Background: an optimization exercise with open tools, aiming at small area. Do not read the settings as production practice.
RTL that was checked went through simulation tests only; none was proved equivalent to the original.
The clock port is modelled as an ideal driver; clocking choices that lean on that would not hold on a real chip.

Design FIR_FILTER, start of the top module:
module FIR_FILTER (clk, rst, data_valid, data, fir_valid, fir_d);
Size: roughly 2,100 cells after synthesis, about 36 I/O pins, ~0.039 mm² of cells after synthesis.
Settings: LEC_CHECK=0, CAP_MARGIN=20, CORE_MARGIN=2, CORE_UTILIZATION=55, CTS_BUF_LIST=sky130_fd_sc_hd__clkbuf_8, CTS_CLUSTER_SIZE=30, SLEW_MARGIN=20, SYNTH_HIERARCHICAL=1; clock period 15.0 ns.
run.sh (not shown) runs the stock make flow with config.mk's settings and CLKGATE_MAP_FILE= SYNTH_SCRIPT=/design/flow/synth_recipe.tcl, a recipe that flattens the netlist after the stock synthesis.
The first run produced a clean layout.
Then changed:
CORE_UTILIZATION = 40   (was 55)
CTS_BUF_LIST = default   (was sky130_fd_sc_hd__clkbuf_8)
CTS_CLUSTER_SIZE = default   (was 30)
Non-clock buffer count rises by 16.
Sequential share of layout area falls by 0.40 points.
Area after synthesis does not change.
Count of clock-buffer cells in the layout falls by 37.
Setup slack improved by 76 ps.
Critical path depth falls by 1.
No functional check of the RTL was part of any run of this note.

---

alpha:
FIR_FILTER, a different RTL version from the one above (not shown whole).
For scale: about 1800 cells after synthesis, roughly 530 flip-flops, ~36 I/O pins, roughly 33000 µm² of cells after synthesis.
Settings: LEC_CHECK=0, CAP_MARGIN=20, CORE_MARGIN=2, CORE_UTILIZATION=60, GPL_TIMING_DRIVEN=0, SLEW_MARGIN=20, SYNTH_HIERARCHICAL=1; clock period 15.0 ns.
standard.sh (not shown) runs the stock make flow with config.mk's settings and CLKGATE_MAP_FILE= SYNTH_SCRIPT=/design/flow/synth_recipe.tcl, a recipe that flattens the netlist after the stock synthesis.
==> flow/flow/run.sh <==
#!/bin/bash
# The standard layout, run stage by stage:
# - floorplan: pre-CTS setup repair only for paths worse than -3 ns (the clock skew
#   added after CTS gives the adder paths into the output register more time)
# - CTS: no dummy loads, sink clusters of up to 10 flops on clkbuf_4, then
#   flow/skew.tcl delays the output register's clock and repairs timing
# - port buffers: buf_1
set -euo pipefail
here=$(pwd)
export CTS_ARGS="-sink_clustering_enable -repair_clock_nets -buf_list sky130_fd_sc_hd__clkbuf_4 -sink_clustering_size 10 -sink_clustering_max_diameter 60 -dont_use_dummy_load"
export BUFFER_PORTS_ARGS="-buffer_cell sky130_fd_sc_hd__buf_1"
export SKEW_CELLS="dlygate4sd3_1 dlygate4sd3_1 dlygate4sd3_1 dlygate4sd3_1 clkbuf_8"
SETUP_SLACK_MARGIN=-3 bash standard.sh floorplan > floorplan.log 2>&1
bash standard.sh place > place.log 2>&1
SKIP_CTS_REPAIR_TIMING=1 POST_CTS_TCL=$here/flow/skew.tcl bash standard.sh cts > cts.log 2>&1
bash standard.sh > finish.log 2>&1
Other scripts of this flow, unchanged in this note and not shown: flow/flow/skew.tcl
In summary, alpha completed successfully, with a layout that passed the timing, design-rule and antenna checks.
Setup changes, alpha to beta
diff --git a/flow/flow/run.sh b/flow/flow/run.sh
--- a/flow/flow/run.sh
+++ b/flow/flow/run.sh
@@ -9,5 +9,5 @@
 here=$(pwd)
-export CTS_ARGS="-sink_clustering_enable -repair_clock_nets -buf_list sky130_fd_sc_hd__clkbuf_4 -sink_clustering_size 10 -sink_clustering_max_diameter 60 -dont_use_dummy_load"
+export CTS_ARGS="-sink_clustering_enable -repair_clock_nets -buf_list sky130_fd_sc_hd__clkbuf_4 -sink_clustering_size 12 -sink_clustering_max_diameter 40 -dont_use_dummy_load"
 export BUFFER_PORTS_ARGS="-buffer_cell sky130_fd_sc_hd__buf_1"
-export SKEW_CELLS="dlygate4sd3_1 dlygate4sd3_1 dlygate4sd3_1 dlygate4sd3_1 clkbuf_8"
+export SKEW_CELLS="dlygate4sd3_1 dlygate4sd3_1 dlygate4sd3_1 clkbuf_8"
 SETUP_SLACK_MARGIN=-3 bash standard.sh floorplan > floorplan.log 2>&1
--- outcome ---
The transition time at the pin with the least slew margin of beta and that of alpha are within noise of each other. Going from alpha to beta, final worst-path cycle share shows a reduction of 2.0 points. Relative slew slack of alpha is on par with beta. Of beta and alpha, the run reporting the higher average wire per standard cell was beta. beta ended up with a lower clock insertion delay at the later pin of the skew report than alpha did. In the flow results for beta and alpha, the post-route cell area is smaller on beta. beta against alpha: number of nets in the final layout now sits lower, routed wire length lost 0.55%.

[static timing again, ports no longer ideal]
The flow's constraints put no driver on any port. The routed layouts listed below were extracted and timed again, unchanged, in two steps.
Step 1, drivers: a clkbuf_16 drives clk and a buf_2 each remaining input, both assumed.
Step 2, shift: input delay + t, output delay - t, t = (earliest + latest rising clock arrival at the registers) / 2. This alone moves slack from input paths to output paths.
Three values: ideal, step 1, step 2; two values: the first two.
| run | t, ns | slack for setup (ns) | worst setup path after step 2 | latest minus earliest clock arrival (ns) | worst register clock-pin slew, ns | pins driven straight from the clock port |
|---|---|---|---|---|---|---|
| the first run of note 1 | 0.750 | 0.862 / 0.862 / 0.862 | register to register | 0.063 / 0.063 | 0.07 / 0.07 | 1 |
| the second run of note 1 | 0.735 | 0.938 / 0.938 / 0.938 | register to register | 0.024 / 0.024 | 0.07 / 0.07 | 1 |
| alpha | 1.998 | 0.287 / 0.287 / 0.287 | register to register | 2.378 / 2.378 | 0.11 / 0.11 | 1 |
| beta | 1.701 | 0.585 / 0.585 / 0.585 | register to register | 1.807 / 1.807 | 0.12 / 0.12 | 1 |
In alpha and beta the clock reaches the registers at very different times; t lies between them, and the last value is a rough guide only.
